This design comes from an exercise in tuning for small area and a short achievable clock period on the open sky130 flow, not from production work. In this exercise RTL edits were held to simulation tests only and were not proved equivalent to the original. The clock input has no modelled driver; a real chip could not lean on it and would need a root buffer or a full tree.

== lane 1 ==
==> flow/design.v (excerpt) <==
module Router_Top_Level_1x3(clock,resetn,read_enb_0,read_enb_1,read_enb_2,data_in,pkt_valid,data_out_0,data_out_1,data_out_2,valid_out_0,valid_out_1,valid_out_2,error,busy);
==> flow/config.mk <==
export PLATFORM = sky130hd
export DESIGN_NAME = Router_Top_Level_1x3
export DESIGN_NICKNAME = Router_Top_Level_1x3
export VERILOG_FILES = /design/flow/design.v
export SDC_FILE = /design/flow/constraint.sdc
export NUM_CORES = 4
export LEC_CHECK = 0
export CAP_MARGIN = 20
export CORE_MARGIN = 2
export CORE_UTILIZATION = 65
export PLACE_DENSITY = 0.75
export SETUP_SLACK_MARGIN = 3.25
export SLEW_MARGIN = 20
export SYNTH_HIERARCHICAL = 1
export SYNTH_MINIMUM_KEEP_SIZE = 0
==> flow/constraint.sdc <==
create_clock -name core_clock -period 5.0 [get_ports {clock}]
set_input_delay 1.0000 -clock core_clock [delete_from_list [all_inputs] [get_ports {clock}]]
set_output_delay 1.0000 -clock core_clock [all_outputs]
set_load 0.01 [all_outputs]
standard.sh (not shown) runs the stock make flow with config.mk's settings and CLKGATE_MAP_FILE= SYNTH_SCRIPT=/design/flow/synth_recipe.tcl, a recipe that flattens the netlist after the stock synthesis.
==> flow/flow/run.sh <==
#!/bin/bash
# Standard ORFS layout, except that the clock tree is a hand-built two-level
# inverter tree (flow/cts_hook.tcl) instead of TritonCTS's buffer H-tree, and
# the port buffers start as buf_4 instead of the smallest buffer.
set -euo pipefail
work=$(pwd)
bash standard.sh PRE_CTS_TCL="$work/flow/cts_hook.tcl" \
  BUFFER_PORTS_ARGS="-buffer_cell sky130_fd_sc_hd__buf_4" finish > "$work/standard.log" 2>&1
==> flow/flow/cts_hook.tcl <==
proc cell_out { master } {
  foreach mt [$master getMTerms] {
    if {[$mt getIoType] eq "OUTPUT"} { return [$mt getName] }
  }
}
proc build_clock_tree { rows cols leaf_master root_master } {
  set db [ord::get_db]
  set block [ord::get_db_block]
  set clk [$block findNet clock]
  set sinks {}
  foreach it [$clk getITerms] {
    set bb [[$it getInst] getBBox]
    lappend sinks [list $it [expr {([$bb xMin] + [$bb xMax]) / 2}] [expr {([$bb yMin] + [$bb yMax]) / 2}]]
  }
  set n [llength $sinks]
  set lm [$db findMaster $leaf_master]
  set rm [$db findMaster $root_master]
  set lo [cell_out $lm]
  set ro [cell_out $rm]
  set nroot [expr {($rows > 1 ? 2 : 1) * ($cols > 1 ? 2 : 1)}]
  for {set q 0} {$q < $nroot} {incr q} {
    set rootnet($q) [odb::dbNet_create $block clknet_root_$q]
    $rootnet($q) setSigType CLOCK
    set qx($q) 0; set qy($q) 0; set qn($q) 0
  }
  set sinks [lsort -integer -index 2 $sinks]
  set i 0
  for {set r 0} {$r < $rows} {incr r} {
    set row [lsort -integer -index 1 [lrange $sinks [expr {$r * $n / $rows}] [expr {($r + 1) * $n / $rows - 1}]]]
    set m [llength $row]
    for {set c 0} {$c < $cols} {incr c} {
      set g [lrange $row [expr {$c * $m / $cols}] [expr {($c + 1) * $m / $cols - 1}]]
      set gx 0; set gy 0
      foreach s $g { incr gx [lindex $s 1]; incr gy [lindex $s 2] }
      set gx [expr {$gx / [llength $g]}]
      set gy [expr {$gy / [llength $g]}]
      set q [expr {($rows > 1 && $r >= $rows / 2 ? 2 : 0) + ($cols > 1 && $c >= $cols / 2 ? 1 : 0)}]
      if {$nroot == 2 && $rows == 1} { set q [expr {$c >= $cols / 2}] }
      incr qx($q) $gx; incr qy($q) $gy; incr qn($q)
      set buf [odb::dbInst_create $block $lm clkbuf_leaf_$i]
      set net [odb::dbNet_create $block clknet_leaf_$i]
      $net setSigType CLOCK
      $buf setLocation [expr {$gx - [$lm getWidth] / 2}] [expr {$gy - [$lm getHeight] / 2}]
      $buf setPlacementStatus PLACED
      [$buf findITerm A] connect $rootnet($q)
      [$buf findITerm $lo] connect $net
      foreach s $g {
        set it [lindex $s 0]
        $it disconnect
        $it connect $net
      }
      incr i
    }
  }
  for {set q 0} {$q < $nroot} {incr q} {
    set root [odb::dbInst_create $block $rm clkbuf_root_$q]
    set cx [expr {$qx($q) / $qn($q)}]; set cy [expr {$qy($q) / $qn($q)}]
    $root setLocation [expr {$cx - [$rm getWidth] / 2}] [expr {$cy - [$rm getHeight] / 2}]
    $root setPlacementStatus PLACED
    [$root findITerm A] connect $clk
    [$root findITerm $ro] connect $rootnet($q)
  }
  puts "clock tree: $n sinks, $i leaves, $nroot roots"
}

# Sourced by ORFS cts.tcl as PRE_CTS_TCL: the clock tree is built by
# build_clock_tree above in place of TritonCTS; the rest of cts.tcl (legalizing,
# timing repair) runs unchanged. The tree has no inverter that
# repair_clock_inverters should clone, so that step is skipped.
rename repair_clock_inverters orfs_repair_clock_inverters
proc repair_clock_inverters { args } {}
rename clock_tree_synthesis orfs_clock_tree_synthesis
proc clock_tree_synthesis { args } {
  build_clock_tree 4 4 sky130_fd_sc_hd__clkinv_8 sky130_fd_sc_hd__clkinv_16
  set_propagated_clock [all_clocks]
}
Every stage of the flow completed for lane 1, and the final layout passed the timing, design-rule and antenna checks.
Changes in lane 2 relative to lane 1:
# lane 1
export LEC_CHECK = 0
export CAP_MARGIN = 20
export CORE_MARGIN = 2
export CORE_UTILIZATION = 65
export PLACE_DENSITY = 0.75
export SETUP_SLACK_MARGIN = 3.25
export SLEW_MARGIN = 20
export SYNTH_HIERARCHICAL = 1
export SYNTH_MINIMUM_KEEP_SIZE = 0
create_clock -name core_clock -period 5.0 [get_ports {clock}]
# lane 2
export LEC_CHECK = 0
export CAP_MARGIN = 20
export CORE_MARGIN = 2
export CORE_UTILIZATION = 55
export PLACE_DENSITY = 0.65
export SETUP_SLACK_MARGIN = 3.2
export SLEW_MARGIN = 20
export SYNTH_HIERARCHICAL = 1
export SYNTH_MINIMUM_KEEP_SIZE = 0
create_clock -name core_clock -period 5.0 [get_ports {clock}]
diff --git a/flow/flow/cts_hook.tcl b/flow/flow/cts_hook.tcl
--- a/flow/flow/cts_hook.tcl
+++ b/flow/flow/cts_hook.tcl
@@ -73,3 +73,3 @@
 proc clock_tree_synthesis { args } {
-  build_clock_tree 4 4 sky130_fd_sc_hd__clkinv_8 sky130_fd_sc_hd__clkinv_16
+  build_clock_tree 4 6 sky130_fd_sc_hd__clkinv_8 sky130_fd_sc_hd__clkinv_16
   set_propagated_clock [all_clocks]
[summary]
Compared to lane 1, lane 2 has area of placed instances 0.43% higher. Lane 2 vs lane 1: first-iteration DRC count down by more than 10%. Changes observed in lane 2 relative to lane 1: final cell count without fillers has increased, area taken by flip-flops and latches has remained practically unchanged, height of the die has increased. Compared with lane 1, in lane 2 number of top-level design ports has remained practically unchanged; post-layout worst setup margin has decreased; number of cells on the critical path has increased. Taking lane 1 as the reference, in lane 2 post-synthesis share of cell area spent on xor and xnor gates closely matched the old numbers; wire length increased by about 0.6% relative to the old numbers. On fmax: lane 2 sits below lane 1.
In every run of this note, the design's own scripts or RTL, not TritonCTS, make the clock network.

-- re-timing with driven ports --
In the flow no input, the clock included, has a driving cell. The finished layouts below were timed again as built, in two steps. Step 1 assumes that a clkbuf_16 drives the clock port and a buf_2 every other input. Step 2 moves the port delays by t, midway between the first and last clock arrival at a register: inputs arrive t later, outputs are due t later. That takes back most of the time a late clock gives input paths. Slacks: ideal ports / drivers / drivers and shift; pairs: ideal ports / drivers.
run	t (ns)	setup WS [ns]	hold WS [ns]	slew at the worst register clock pin (ns)
lane 1	0.422	3.276 / 3.039 / 3.065	0.446 / 0.446 / 0.446	0.11 / 0.11
lane 2	0.441	3.222 / 2.987 / 2.994	0.441 / 0.441 / 0.441	0.08 / 0.09
After both steps setup and hold are still met in every run listed. For lane 2, which loses most, drivers alone change the setup slack by -0.235 ns; drivers and shift together by -0.228 ns.
